This design comes from an exercise in tuning for small area on the open sky130 flow, not from production work. Where RTL was checked, it was by simulation tests only, not by an equivalence proof against the original. The clock input has no modelled driver; a real chip could not lean on it and would need a root buffer or a full tree. No activity file was given, so power comes from the tool's default toggle rates.

==> try-raven: inputs <==
==> flow/design.v <==
`timescale 1ns / 1ps
module axi_to_apb_bridge (
    input  logic        clk,
    input  logic        rst_n,
    input  logic [31:0] awaddr,
    input  logic        awvalid,
    output logic        awready,
    input  logic [31:0] wdata,
    input  logic        wvalid,
    output logic        wready,
    output logic        bvalid,
    input  logic        bready,
    output logic        PSEL,
    output logic        PENABLE,
    output logic        PWRITE,
    output logic [31:0] PADDR,
    output logic [31:0] PWDATA
);
    logic        st1, st0;
    logic [1:0]  cnt;
    logic [31:0] addr;
    logic [31:0] data;
    wire idle   = ~st1 & ~st0;
    wire busy   = st1 | st0;
    wire access = st1 &  st0;
    wire wdone  = st1 & ~st0;
    wire last   = wdone & (cnt == 2'b10);
    wire bhs    = bvalid & bready;
    wire ahs    = awvalid & awready;
    assign PSEL    = st1;
    assign PWRITE  = st1;
    assign wready  = access;
    assign PENABLE = wdone;
    assign PADDR   = addr;
    assign PWDATA  = data;
    always_ff @(posedge clk or negedge rst_n) begin
        if (!rst_n) begin
            st1     <= 1'b0;
            st0     <= 1'b0;
            awready <= 1'b0;
            bvalid  <= 1'b0;
            cnt     <= 2'd0;
        end else begin
            st1 <= st0 & (st1 | wvalid);
            st0 <= st1 ? ~(st0 | (cnt == 2'b10)) : (st0 | ahs);
            if (bhs)
                awready <= 1'b1;
            else if (idle && awvalid)
                awready <= ~awready;
            if (bhs)
                bvalid <= 1'b0;
            else if (last)
                bvalid <= 1'b1;
            if (bhs)
                cnt <= 2'd0;
            else if (wdone)
                cnt <= {cnt[0], ~cnt[1]};
        end
    end
    logic [29:0] t;     
    logic [29:0] nxt;
    logic        cup;   
    assign nxt = addr[31:2] ^ t;
    assign t[0] = wdone;
    assign t[15:1] = addr[16:2] & t[14:0];
    assign t[16] = cup;
    assign t[29:17] = addr[30:18] & t[28:16];
    always_ff @(posedge clk) begin
        cup <= addr[17] & t[15];
    end
    wire ld_addr = idle & ahs;
    wire hd_data = access;
    wire ld_data = ~st1 & wvalid;
    always_ff @(posedge clk) begin
        addr <= ({32{ld_addr}} & awaddr) | ({32{busy}} & {nxt, addr[1:0]});
        data <= ({32{ld_data}} & wdata)  | ({32{hd_data}} & data);
    end
endmodule
==> flow/flow/run.sh <==
#!/bin/bash
# Own flow: the standard layout (standard.sh, unchanged synthesis), with
# the port buffers made of the smallest buffer (buf_1) instead of the
# resizer's default choice, and, in place of TritonCTS, area recovery
# (flow/area_recover.tcl: unbuffering and downsizing where timing allows)
# and a one-level clock tree, both run by flow/manual_cts.tcl. Each tool's output goes to a log
# in this folder (and ORFS's own per-step logs under orfs/logs).
set -euo pipefail
cd "$(dirname "$0")/.."

export BUFFER_PORTS_ARGS="-buffer_cell sky130_fd_sc_hd__buf_1"
export PRE_CTS_TCL="$PWD/flow/manual_cts.tcl"
export AREA_RECOVER_SLACK=0.3
export MANUAL_CTS_CLUSTERS=4
export MANUAL_CTS_BUF=sky130_fd_sc_hd__buf_6
export MANUAL_CTS_UPSIZE="sky130_fd_sc_hd__buf_6 sky130_fd_sc_hd__buf_8 sky130_fd_sc_hd__buf_12"
export MANUAL_CTS_MAX_SLEW=0.118

bash standard.sh finish > standard_flow.log 2>&1
==> flow/flow/area_recover.tcl <==
# Area recovery after placement: removes buffers that synthesis or placement
# repair left between internal nets (port buffers stay), then swaps each
# combinational cell or register for the smallest-area cell of the same
# function (same name stem, other drive strength) while setup slack stays
# above AREA_RECOVER_SLACK ns and there are no max-slew or max-capacitance
# violations.

proc ar_check { min_slack } {
  estimate_parasitics -placement
  set ws [sta::worst_slack_cmd max]
  return [expr { $ws >= $min_slack * 1e-9
                 && [sta::max_slew_violation_count] == 0
                 && [sta::max_capacitance_violation_count] == 0 }]
}

proc ar_area { } {
  set a 0.0
  foreach inst [[ord::get_db_block] getInsts] {
    set m [$inst getMaster]
    if { [$m getType] eq "CORE" } {
      set a [expr { $a + [$m getWidth] * [$m getHeight] / 1e6 }]
    }
  }
  return $a
}

# Removes buffer iname (its loads move to its input net) unless that breaks
# the checks, in which case the buffer is put back as it was.
proc ar_unbuffer { iname min_slack } {
  set block [ord::get_db_block]
  set inst [$block findInst $iname]
  set master [$inst getMaster]
  set loc [$inst getLocation]
  set orient [$inst getOrient]
  set in_net [[$inst findITerm A] getNet]
  set out_net [[$inst findITerm X] getNet]
  set out_name [$out_net getName]
  set loads {}
  foreach it [$out_net getITerms] {
    if { [$it getInst] ne $inst } { lappend loads $it }
  }
  foreach it $loads {
    $it disconnect
    $it connect $in_net
  }
  odb::dbInst_destroy $inst
  odb::dbNet_destroy $out_net
  if { [ar_check $min_slack] } {
    puts "area_recover: removed buffer $iname"
    return
  }
  set inst [odb::dbInst_create $block $master $iname]
  $inst setOrient $orient
  $inst setLocation [lindex $loc 0] [lindex $loc 1]
  $inst setPlacementStatus PLACED
  set out_net [odb::dbNet_create $block $out_name]
  [$inst findITerm A] connect $in_net
  [$inst findITerm X] connect $out_net
  foreach it $loads {
    $it disconnect
    $it connect $out_net
  }
  ar_check $min_slack
  puts "area_recover: kept buffer $iname"
}

proc area_recover { } {
  set min_slack $::env(AREA_RECOVER_SLACK)
  set block [ord::get_db_block]
  set ninst [llength [$block getInsts]]
  puts "area_recover: start area [format %.1f [ar_area]], $ninst instances"

  # buffers whose nets touch no port
  set bufs {}
  foreach inst [$block getInsts] {
    set mname [[$inst getMaster] getName]
    if { ![regexp {^sky130_fd_sc_hd__(buf|clkbuf)_[0-9]+$} $mname] } { continue }
    set port 0
    foreach it [$inst getITerms] {
      set net [$it getNet]
      if { $net ne "NULL" && ([llength [$net getBTerms]] > 0 || [$net getSigType] eq "CLOCK") } {
        set port 1
      }
    }
    if { !$port } { lappend bufs [$inst getName] }
  }
  foreach b $bufs {
    ar_unbuffer $b $min_slack
  }

  # downsizing, largest cells first
  set cand {}
  foreach inst [$block getInsts] {
    set m [$inst getMaster]
    if { [$m getType] ne "CORE" } { continue }
    set mname [$m getName]
    if { ![regexp {^(sky130_fd_sc_hd__.+)_([0-9]+)$} $mname -> stem size] } { continue }
    if { [regexp {tapvpwrvgnd|fill|decap} $stem] } { continue }
    lappend cand [list [$inst getName] $stem $mname]
  }
  foreach c $cand {
    lassign $c iname stem mname
    set inst [$block findInst $iname]
    if { $inst eq "NULL" } { continue }
    set cur [[$inst getMaster] getName]
    set curarea [expr { [[$inst getMaster] getWidth] * [[$inst getMaster] getHeight] }]
    set opts {}
    foreach lc [get_lib_cells ${stem}_*] {
      set n [get_name $lc]
      if { ![regexp "^${stem}_\[0-9\]+\$" $n] } { continue }
      set skip 0
      foreach pat [expr { [info exists ::env(DONT_USE_CELLS)] ? $::env(DONT_USE_CELLS) : {} }] {
        if { [string match $pat $n] } { set skip 1 }
      }
      if { $skip } { continue }
      set m [[ord::get_db] findMaster $n]
      if { $m eq "NULL" } { continue }
      set a [expr { [$m getWidth] * [$m getHeight] }]
      if { $a < $curarea } { lappend opts [list $a $n] }
    }
    foreach o [lsort -integer -index 0 $opts] {
      lassign $o a n
      replace_cell [get_cells $iname] $n
      if { [ar_check $min_slack] } {
        puts "area_recover: $iname $cur -> $n"
        set cur $n
        break
      }
      replace_cell [get_cells $iname] $cur
    }
  }
  estimate_parasitics -placement
  puts "area_recover: end area [format %.1f [ar_area]], [llength [$block getInsts]] instances, worst slack [sta::worst_slack_cmd max]"
}
==> flow/flow/manual_cts.tcl <==

source [file join [file dirname [info script]] area_recover.tcl]

rename clock_tree_synthesis orfs_clock_tree_synthesis

proc clock_tree_synthesis { args } {
  area_recover
  set k $::env(MANUAL_CTS_CLUSTERS)
  set bufname $::env(MANUAL_CTS_BUF)
  set db [ord::get_db]
  set block [ord::get_db_block]
  set clk [$block findNet clk]
  set master [$db findMaster $bufname]

  # clock sinks and their locations
  set sinks {}
  set xs {}
  set ys {}
  foreach it [$clk getITerms] {
    set inst [$it getInst]
    set bb [$inst getBBox]
    lappend sinks $it
    lappend xs [expr { ([$bb xMin] + [$bb xMax]) / 2.0 }]
    lappend ys [expr { ([$bb yMin] + [$bb yMax]) / 2.0 }]
  }
  set n [llength $sinks]
  puts "manual_cts: $n clock sinks, $k clusters of $bufname"

  # k-means, seeded by slicing the sinks sorted by x
  set order [lsort -real -indices $xs]
  set cx {}
  set cy {}
  for { set c 0 } { $c < $k } { incr c } {
    set i [lindex $order [expr { int(($c + 0.5) * $n / $k) }]]
    lappend cx [lindex $xs $i]
    lappend cy [lindex $ys $i]
  }
  set assign [lrepeat $n 0]
  for { set iter 0 } { $iter < 50 } { incr iter } {
    for { set i 0 } { $i < $n } { incr i } {
      set best 0
      set bestd 1e30
      for { set c 0 } { $c < $k } { incr c } {
        set dx [expr { [lindex $xs $i] - [lindex $cx $c] }]
        set dy [expr { [lindex $ys $i] - [lindex $cy $c] }]
        set d [expr { $dx * $dx + $dy * $dy }]
        if { $d < $bestd } {
          set bestd $d
          set best $c
        }
      }
      lset assign $i $best
    }
    for { set c 0 } { $c < $k } { incr c } {
      set sx 0.0
      set sy 0.0
      set m 0
      for { set i 0 } { $i < $n } { incr i } {
        if { [lindex $assign $i] == $c } {
          set sx [expr { $sx + [lindex $xs $i] }]
          set sy [expr { $sy + [lindex $ys $i] }]
          incr m
        }
      }
      if { $m > 0 } {
        lset cx $c [expr { $sx / $m }]
        lset cy $c [expr { $sy / $m }]
      }
    }
  }

  # balanced assignment: nearest centre first, at most ceil(n/k) sinks each
  set cap [expr { ($n + $k - 1) / $k }]
  set pairs {}
  for { set i 0 } { $i < $n } { incr i } {
    for { set c 0 } { $c < $k } { incr c } {
      set dx [expr { [lindex $xs $i] - [lindex $cx $c] }]
      set dy [expr { [lindex $ys $i] - [lindex $cy $c] }]
      lappend pairs [list [expr { $dx * $dx + $dy * $dy }] $i $c]
    }
  }
  set fill [lrepeat $k 0]
  set done [lrepeat $n 0]
  foreach p [lsort -real -index 0 $pairs] {
    lassign $p d i c
    if { [lindex $done $i] || [lindex $fill $c] >= $cap } { continue }
    lset assign $i $c
    lset done $i 1
    lset fill $c [expr { [lindex $fill $c] + 1 }]
  }
  # buffer at the centre of its final cluster
  for { set c 0 } { $c < $k } { incr c } {
    set sx 0.0
    set sy 0.0
    set m 0
    for { set i 0 } { $i < $n } { incr i } {
      if { [lindex $assign $i] == $c } {
        set sx [expr { $sx + [lindex $xs $i] }]
        set sy [expr { $sy + [lindex $ys $i] }]
        incr m
      }
    }
    if { $m > 0 } {
      lset cx $c [expr { $sx / $m }]
      lset cy $c [expr { $sy / $m }]
    }
  }

  for { set c 0 } { $c < $k } { incr c } {
    set inst [odb::dbInst_create $block $master "clkbuf_manual_$c"]
    set w [[$inst getMaster] getWidth]
    set h [[$inst getMaster] getHeight]
    $inst setLocation [expr { int([lindex $cx $c] - $w / 2) }] [expr { int([lindex $cy $c] - $h / 2) }]
    $inst setPlacementStatus PLACED
    set net [odb::dbNet_create $block "clk_leaf_$c"]
    $net setSigType CLOCK
    [$inst findITerm A] connect $clk
    [$inst findITerm X] connect $net
    set m 0
    for { set i 0 } { $i < $n } { incr i } {
      if { [lindex $assign $i] == $c } {
        set it [lindex $sinks $i]
        $it disconnect
        $it connect $net
        incr m
      }
    }
    puts "manual_cts: clkbuf_manual_$c drives $m sinks"
  }
  set_propagated_clock [all_clocks]

  # Upsize a cluster's buffer along MANUAL_CTS_UPSIZE while the estimated
  # worst clock-pin slew of its cluster is over MANUAL_CTS_MAX_SLEW (ns).
  set sizes $::env(MANUAL_CTS_UPSIZE)
  set limit $::env(MANUAL_CTS_MAX_SLEW)
  for { set c 0 } { $c < $k } { incr c } {
    while { 1 } {
      estimate_parasitics -placement
      set worst 0.0
      foreach p [get_pins -of_objects [get_nets clk_leaf_$c] -filter "direction==input"] {
        set s [get_property $p slew_max]
        if { $s > $worst } { set worst $s }
      }
      set inst [$block findInst clkbuf_manual_$c]
      set cur [[$inst getMaster] getName]
      puts "manual_cts: clkbuf_manual_$c $cur estimated worst sink slew $worst ns"
      if { $worst <= $limit } { break }
      set i [lsearch -exact $sizes $cur]
      if { $i < 0 || $i + 1 >= [llength $sizes] } { break }
      replace_cell [get_cells clkbuf_manual_$c] [lindex $sizes [expr { $i + 1 }]]
    }
  }
}
==> flow/standard.sh <==
#!/bin/bash
# synth_recipe.tcl (not shown) runs the flow's synth.tcl, then flattens the netlist and writes it again
# the make line also repeats each setting of config.mk as NAME=value (left out here)
make -C /OpenROAD-flow-scripts/flow DESIGN_CONFIG=/design/flow/config.mk WORK_HOME=/design/flow/orfs CLKGATE_MAP_FILE= SYNTH_SCRIPT=/design/flow/synth_recipe.tcl "${@:-finish}"
==> flow/config.mk <==
export PLATFORM = sky130hd
export DESIGN_NAME = axi_to_apb_bridge
export DESIGN_NICKNAME = axi_to_apb_bridge
export VERILOG_FILES = /design/flow/design.v
export SDC_FILE = /design/flow/constraint.sdc
export NUM_CORES = 4
export LEC_CHECK = 0
export CAP_MARGIN = 0
export CORE_MARGIN = 2
export CORE_UTILIZATION = 65
export SLEW_MARGIN = 0
==> flow/constraint.sdc <==
create_clock -name core_clock -period 5.0 [get_ports {clk}]
set_input_delay 1.0000 -clock core_clock [delete_from_list [all_inputs] [get_ports {clk}]]
set_output_delay 1.0000 -clock core_clock [all_outputs]
set_load 0.01 [all_outputs]
==> try-indigo: changes against try-raven <==
==> flow/design.v, changed modules only <==
module axi_to_apb_bridge_sel (
    input  logic s0,
    input  logic a,
    input  logic s1,
    input  logic b,
    output logic y
);
    assign y = (s0 & a) | (s1 & b);
endmodule
module axi_to_apb_bridge (
    input  logic        clk,
    input  logic        rst_n,
    input  logic [31:0] awaddr,
    input  logic        awvalid,
    output logic        awready,
    input  logic [31:0] wdata,
    input  logic        wvalid,
    output logic        wready,
    output logic        bvalid,
    input  logic        bready,
    output logic        PSEL,
    output logic        PENABLE,
    output logic        PWRITE,
    output logic [31:0] PADDR,
    output logic [31:0] PWDATA
);
    logic        st1, st0;
    logic [1:0]  cnt;
    logic [31:0] addr;
    logic [31:0] data;
    wire idle   = ~st1 & ~st0;
    wire busy   = st1 | st0;
    wire access = st1 &  st0;
    wire wdone  = st1 & ~st0;
    wire last   = wdone & (cnt == 2'b10);
    wire bhs    = bvalid & bready;
    wire ahs    = awvalid & awready;
    assign PSEL    = st1;
    assign PWRITE  = st1;
    assign wready  = access;
    assign PENABLE = wdone;
    assign PADDR   = addr;
    assign PWDATA  = data;
    always_ff @(posedge clk or negedge rst_n) begin
        if (!rst_n) begin
            st1     <= 1'b0;
            st0     <= 1'b0;
            awready <= 1'b0;
            bvalid  <= 1'b0;
            cnt     <= 2'd0;
        end else begin
            st1 <= st0 & (st1 | wvalid);
            st0 <= st1 ? ~(st0 | (cnt == 2'b10)) : (st0 | ahs);
            if (bhs)
                awready <= 1'b1;
            else if (idle && awvalid)
                awready <= ~awready;
            if (bhs)
                bvalid <= 1'b0;
            else if (last)
                bvalid <= 1'b1;
            if (bhs)
                cnt <= 2'd0;
            else if (wdone)
                cnt <= {cnt[0], ~cnt[1]};
        end
    end
    logic [29:0] t;     
    logic [29:0] nxt;
    assign nxt = addr[31:2] ^ t;
    assign t[0] = wdone;
    assign t[15:1] = addr[16:2] & t[14:0];
    assign t[16] = t[0] & (&addr[17:2]);
    assign t[29:17] = addr[30:18] & t[28:16];
    logic [31:0] addr_d, data_d;
    logic        load_d, hold_d;
    assign load_d = ~st1;
    assign hold_d = st1;
    genvar i;
    generate
        for (i = 0; i < 32; i++) begin : g_sel
            axi_to_apb_bridge_sel u_addr (
                .s0(idle), .a(awaddr[i]),
                .s1(busy), .b(i < 2 ? addr[i] : nxt[i >= 2 ? i - 2 : 0]),
                .y(addr_d[i]));
            axi_to_apb_bridge_sel u_data (
                .s0(load_d), .a(wdata[i]),
                .s1(hold_d), .b(data[i]),
                .y(data_d[i]));
        end
    endgenerate
    always_ff @(posedge clk) begin
        addr <= addr_d;
        data <= data_d;
    end
endmodule
--- a/flow/flow/run.sh
+++ b/flow/flow/run.sh
@@ -14,6 +14,4 @@
 export MANUAL_CTS_CLUSTERS=4
 export MANUAL_CTS_BUF=sky130_fd_sc_hd__buf_6
-export MANUAL_CTS_UPSIZE="sky130_fd_sc_hd__buf_6 sky130_fd_sc_hd__buf_8 sky130_fd_sc_hd__buf_12"
-export MANUAL_CTS_MAX_SLEW=0.118
 
 bash standard.sh finish > standard_flow.log 2>&1
--- a/flow/flow/manual_cts.tcl
+++ b/flow/flow/manual_cts.tcl
@@ -129,25 +129,3 @@
   }
   set_propagated_clock [all_clocks]
-
-  # Upsize a cluster's buffer along MANUAL_CTS_UPSIZE while the estimated
-  # worst clock-pin slew of its cluster is over MANUAL_CTS_MAX_SLEW (ns).
-  set sizes $::env(MANUAL_CTS_UPSIZE)
-  set limit $::env(MANUAL_CTS_MAX_SLEW)
-  for { set c 0 } { $c < $k } { incr c } {
-    while { 1 } {
-      estimate_parasitics -placement
-      set worst 0.0
-      foreach p [get_pins -of_objects [get_nets clk_leaf_$c] -filter "direction==input"] {
-        set s [get_property $p slew_max]
-        if { $s > $worst } { set worst $s }
-      }
-      set inst [$block findInst clkbuf_manual_$c]
-      set cur [[$inst getMaster] getName]
-      puts "manual_cts: clkbuf_manual_$c $cur estimated worst sink slew $worst ns"
-      if { $worst <= $limit } { break }
-      set i [lsearch -exact $sizes $cur]
-      if { $i < 0 || $i + 1 >= [llength $sizes] } { break }
-      replace_cell [get_cells clkbuf_manual_$c] [lindex $sizes [expr { $i + 1 }]]
-    }
-  }
 }
--- a/flow/config.mk
+++ b/flow/config.mk
@@ -9,3 +9,6 @@
 export CORE_MARGIN = 2
 export CORE_UTILIZATION = 65
+export PLACE_DENSITY = 0.85
 export SLEW_MARGIN = 0
+export SYNTH_HIERARCHICAL = 1
+export SYNTH_MINIMUM_KEEP_SIZE = 0
==> try-ember: changes against try-raven <==
==> flow/design.v, changed modules only <==
module axi_to_apb_bridge_sel (
    input  logic s0,
    input  logic a,
    input  logic s1,
    input  logic b,
    output logic y
);
    assign y = (s0 & a) | (s1 & b);
endmodule
module axi_to_apb_bridge (
    input  logic        clk,
    input  logic        rst_n,
    input  logic [31:0] awaddr,
    input  logic        awvalid,
    output logic        awready,
    input  logic [31:0] wdata,
    input  logic        wvalid,
    output logic        wready,
    output logic        bvalid,
    input  logic        bready,
    output logic        PSEL,
    output logic        PENABLE,
    output logic        PWRITE,
    output logic [31:0] PADDR,
    output logic [31:0] PWDATA
);
    logic        st1, st0;
    logic [1:0]  cnt;
    logic [31:0] addr;
    logic [31:0] data;
    wire idle   = ~st1 & ~st0;
    wire busy   = st1 | st0;
    wire access = st1 & ~st0;
    wire wdone  = st1 &  st0;
    wire last   = wdone & (cnt == 2'd3);
    wire bhs    = bvalid & bready;
    assign PSEL    = st1;
    assign PWRITE  = st1;
    assign wready  = access;
    assign PENABLE = wdone;
    assign PADDR   = addr;
    assign PWDATA  = data;
    always_ff @(posedge clk or negedge rst_n) begin
        if (!rst_n) begin
            st1     <= 1'b0;
            st0     <= 1'b0;
            awready <= 1'b0;
            bvalid  <= 1'b0;
            cnt     <= 2'd0;
        end else begin
            case ({st1, st0})
                2'b00: if (awvalid && awready) st0 <= 1'b1;
                2'b01: if (wvalid) begin st1 <= 1'b1; st0 <= 1'b0; end
                2'b10: st0 <= 1'b1;
                2'b11: begin st1 <= 1'b0; st0 <= ~last; end
            endcase
            if (bhs)
                awready <= 1'b1;
            else if (idle && awvalid)
                awready <= ~awready;
            if (bhs)
                bvalid <= 1'b0;
            else if (last)
                bvalid <= 1'b1;
            if (bhs)
                cnt <= 2'd0;
            else if (wdone)
                cnt <= cnt + 2'd1;
        end
    end
    logic [29:0] t;     
    logic [29:0] nxt;
    assign nxt = addr[31:2] ^ t;
    assign t[0] = wdone;
    assign t[17:1] = addr[18:2] & t[16:0];
    assign t[18] = t[5] & (&addr[19:7]);
    assign t[29:19] = addr[30:20] & t[28:18];
    logic [31:0] addr_d, data_d;
    logic        load_d, hold_d;
    assign load_d = ~st1;
    assign hold_d = st1;
    genvar i;
    generate
        for (i = 0; i < 32; i++) begin : g_sel
            axi_to_apb_bridge_sel u_addr (
                .s0(idle), .a(awaddr[i]),
                .s1(busy), .b(i < 2 ? addr[i] : nxt[i >= 2 ? i - 2 : 0]),
                .y(addr_d[i]));
            axi_to_apb_bridge_sel u_data (
                .s0(load_d), .a(wdata[i]),
                .s1(hold_d), .b(data[i]),
                .y(data_d[i]));
        end
    endgenerate
    always_ff @(posedge clk) begin
        addr <= addr_d;
        data <= data_d;
    end
endmodule
--- a/flow/flow/run.sh
+++ b/flow/flow/run.sh
@@ -14,6 +14,4 @@
 export MANUAL_CTS_CLUSTERS=4
 export MANUAL_CTS_BUF=sky130_fd_sc_hd__buf_6
-export MANUAL_CTS_UPSIZE="sky130_fd_sc_hd__buf_6 sky130_fd_sc_hd__buf_8 sky130_fd_sc_hd__buf_12"
-export MANUAL_CTS_MAX_SLEW=0.118
 
 bash standard.sh finish > standard_flow.log 2>&1
--- a/flow/flow/manual_cts.tcl
+++ b/flow/flow/manual_cts.tcl
@@ -129,25 +129,3 @@
   }
   set_propagated_clock [all_clocks]
-
-  # Upsize a cluster's buffer along MANUAL_CTS_UPSIZE while the estimated
-  # worst clock-pin slew of its cluster is over MANUAL_CTS_MAX_SLEW (ns).
-  set sizes $::env(MANUAL_CTS_UPSIZE)
-  set limit $::env(MANUAL_CTS_MAX_SLEW)
-  for { set c 0 } { $c < $k } { incr c } {
-    while { 1 } {
-      estimate_parasitics -placement
-      set worst 0.0
-      foreach p [get_pins -of_objects [get_nets clk_leaf_$c] -filter "direction==input"] {
-        set s [get_property $p slew_max]
-        if { $s > $worst } { set worst $s }
-      }
-      set inst [$block findInst clkbuf_manual_$c]
-      set cur [[$inst getMaster] getName]
-      puts "manual_cts: clkbuf_manual_$c $cur estimated worst sink slew $worst ns"
-      if { $worst <= $limit } { break }
-      set i [lsearch -exact $sizes $cur]
-      if { $i < 0 || $i + 1 >= [llength $sizes] } { break }
-      replace_cell [get_cells clkbuf_manual_$c] [lindex $sizes [expr { $i + 1 }]]
-    }
-  }
 }
--- a/flow/config.mk
+++ b/flow/config.mk
@@ -9,3 +9,6 @@
 export CORE_MARGIN = 2
 export CORE_UTILIZATION = 65
+export PLACE_DENSITY = 0.85
 export SLEW_MARGIN = 0
+export SYNTH_HIERARCHICAL = 1
+export SYNTH_MINIMUM_KEEP_SIZE = 0
==> try-zinc: changes against try-raven <==
==> flow/design.v, changed modules only <==
module axi_to_apb_bridge_sel (
    input  logic s0,
    input  logic a,
    input  logic s1,
    input  logic b,
    output logic y
);
    assign y = (s0 & a) | (s1 & b);
endmodule
module axi_to_apb_bridge (
    input  logic        clk,
    input  logic        rst_n,
    input  logic [31:0] awaddr,
    input  logic        awvalid,
    output logic        awready,
    input  logic [31:0] wdata,
    input  logic        wvalid,
    output logic        wready,
    output logic        bvalid,
    input  logic        bready,
    output logic        PSEL,
    output logic        PENABLE,
    output logic        PWRITE,
    output logic [31:0] PADDR,
    output logic [31:0] PWDATA
);
    logic        st1, st0;
    logic [1:0]  cnt;
    logic [31:0] addr;
    logic [31:0] data;
    wire idle   = ~st1 & ~st0;
    wire busy   = st1 | st0;
    wire access = st1 &  st0;
    wire wdone  = st1 & ~st0;
    wire last   = wdone & (cnt == 2'b10);
    wire bhs    = bvalid & bready;
    wire ahs    = awvalid & awready;
    assign PSEL    = st1;
    assign PWRITE  = st1;
    assign wready  = access;
    assign PENABLE = wdone;
    assign PADDR   = addr;
    assign PWDATA  = data;
    always_ff @(posedge clk or negedge rst_n) begin
        if (!rst_n) begin
            st1     <= 1'b0;
            st0     <= 1'b0;
            awready <= 1'b0;
            bvalid  <= 1'b0;
            cnt     <= 2'd0;
        end else begin
            st1 <= st0 & (st1 | wvalid);
            st0 <= st1 ? ~(st0 | (cnt == 2'b10)) : (st0 | ahs);
            if (bhs)
                awready <= 1'b1;
            else if (idle && awvalid)
                awready <= ~awready;
            if (bhs)
                bvalid <= 1'b0;
            else if (last)
                bvalid <= 1'b1;
            if (bhs)
                cnt <= 2'd0;
            else if (wdone)
                cnt <= {cnt[0], ~cnt[1]};
        end
    end
    logic [29:0] t;     
    logic [29:0] nxt;
    logic        cup;   
    assign nxt = addr[31:2] ^ t;
    assign t[0] = wdone;
    assign t[15:1] = addr[16:2] & t[14:0];
    assign t[16] = cup;
    assign t[29:17] = addr[30:18] & t[28:16];
    always_ff @(posedge clk) begin
        cup <= addr[17] & t[15];
    end
    logic [31:0] addr_d, data_d;
    logic        load_d, hold_d;
    assign load_d = ~st1;
    assign hold_d = st1;
    genvar i;
    generate
        for (i = 0; i < 32; i++) begin : g_sel
            axi_to_apb_bridge_sel u_addr (
                .s0(idle), .a(awaddr[i]),
                .s1(busy), .b(i < 2 ? addr[i] : nxt[i >= 2 ? i - 2 : 0]),
                .y(addr_d[i]));
            axi_to_apb_bridge_sel u_data (
                .s0(load_d), .a(wdata[i]),
                .s1(hold_d), .b(data[i]),
                .y(data_d[i]));
        end
    endgenerate
    always_ff @(posedge clk) begin
        addr <= addr_d;
        data <= data_d;
    end
endmodule
--- a/flow/flow/run.sh
+++ b/flow/flow/run.sh
@@ -14,5 +14,5 @@
 export MANUAL_CTS_CLUSTERS=4
 export MANUAL_CTS_BUF=sky130_fd_sc_hd__buf_6
-export MANUAL_CTS_UPSIZE="sky130_fd_sc_hd__buf_6 sky130_fd_sc_hd__buf_8 sky130_fd_sc_hd__buf_12"
+export MANUAL_CTS_UPSIZE="sky130_fd_sc_hd__buf_6 sky130_fd_sc_hd__clkbuf_8 sky130_fd_sc_hd__buf_8 sky130_fd_sc_hd__buf_12"
 export MANUAL_CTS_MAX_SLEW=0.118
 
--- a/flow/config.mk
+++ b/flow/config.mk
@@ -9,3 +9,6 @@
 export CORE_MARGIN = 2
 export CORE_UTILIZATION = 65
+export PLACE_DENSITY = 0.85
 export SLEW_MARGIN = 0
+export SYNTH_HIERARCHICAL = 1
+export SYNTH_MINIMUM_KEEP_SIZE = 0
==> qor summary <==
| metric | try-indigo | try-ember | try-zinc | try-raven |
|---|---|---|---|---|
| Launching instance or port of the critical path | st1$_DFF_PN0_ | st0$_DFFE_PN0P_ | st1$_DFF_PN0_ | st1$_DFF_PN0_ |
| Total routing usage reported by global routing | 27.1% | 26.6% | 24.2% | 21.6% |
| Multi-input combinational cell area | 1070 sq um | 1120 sq um | 1040 sq um | 1050 sq um |
| Result of the run | timing/DRC/antenna clean | timing/DRC/antenna clean | timing/DRC/antenna clean | timing/DRC/antenna clean |
| Clock Power Share | 9.0% | 9.6% | 9.4% | 13.3% |
| Synthesized net count | 289 | 294 | 286 | 302 |
| Overall die width | 66.6 um | 67.2 um | 66.3 um | 68.0 um |
| Post-synthesis average cell area | 13.2 sq um | 13.2 sq um | 13.4 sq um | 13.0 sq um |
| Highest cell delay on the worst timing path | 0.82 ns | 0.52 ns | 0.82 ns | 0.49 ns |
| Proportion of total power due to net switching | 39.9% | 39.5% | 39.1% | 35.7% |
| Arrival time at the worst endpoint | 4.52 ns | 4.36 ns | 4.58 ns | 4.10 ns |
| Routed wire per std cell | 16.0 um | 16.6 um | 15.2 um | 14.4 um |
| Data required time at the worst endpoint | 5.04 ns | 5.05 ns | 5.07 ns | 5.04 ns |
| Inst Count DP | 378 | 381 | 374 | 377 |
| Post-synthesis compound-gate area fraction | 23.9% | 24.2% | 24.2% | 22.9% |
| Minimum setup slack among reg-to-reg paths | 0.52 ns | 0.70 ns | 0.49 ns | 0.94 ns |
| Placement Rows | 22 | 22 | 22 | 23 |
| Power in sequential cells | 1.07 mW | 1.01 mW | 1.06 mW | 0.837 mW |
| Int Pwr | 1.32 mW | 1.29 mW | 1.33 mW | 1.06 mW |
| Routed metal-1 wirelength | 2380 um | 2400 um | 2390 um | 2350 um |
| Yosys Warn Count | 7 | 7 | 7 | 1 |
| Number of flip-flops and latches | 70 | 70 | 71 | 71 |
Function not checked in try-ember: the RTL went through the layout flow alone. No run of this note takes its clock network from TritonCTS; it comes from the design's own scripts or RTL.

==> what the ideal ports hide <==
The flow's constraints put no driver on any port. The routed layouts listed below were extracted and timed again, unchanged, in two steps. Step 1: set_driving_cell puts a clkbuf_16 on clk and a buf_2 on each other input, an assumption about the parent block. Step 2, shift: input delay + t, output delay - t, t = (earliest + latest rising clock arrival at the registers) / 2. This alone moves slack from input paths to output paths. Three values: ideal ports, drivers, drivers and shift; two values: the first two.
run | shift t [ns] | setup slack, ns | hold slack, ns | worst register clock-pin slew, ns | pins driven straight from the clock port
try-raven | 0.192 | 0.942 / 0.942 / 0.942 | 0.488 / 0.488 / 0.488 | 0.11 / 0.11 | 4
try-indigo | 0.190 | 0.521 / 0.521 / 0.521 | 0.479 / 0.479 / 0.479 | 0.11 / 0.11 | 4
try-ember | 0.195 | 0.696 / 0.696 / 0.696 | 0.478 / 0.478 / 0.478 | 0.12 / 0.12 | 4
try-zinc | 0.203 | 0.487 / 0.487 / 0.487 | 0.477 / 0.477 / 0.477 | 0.12 / 0.12 | 4
After both steps every run listed still meets setup and hold.
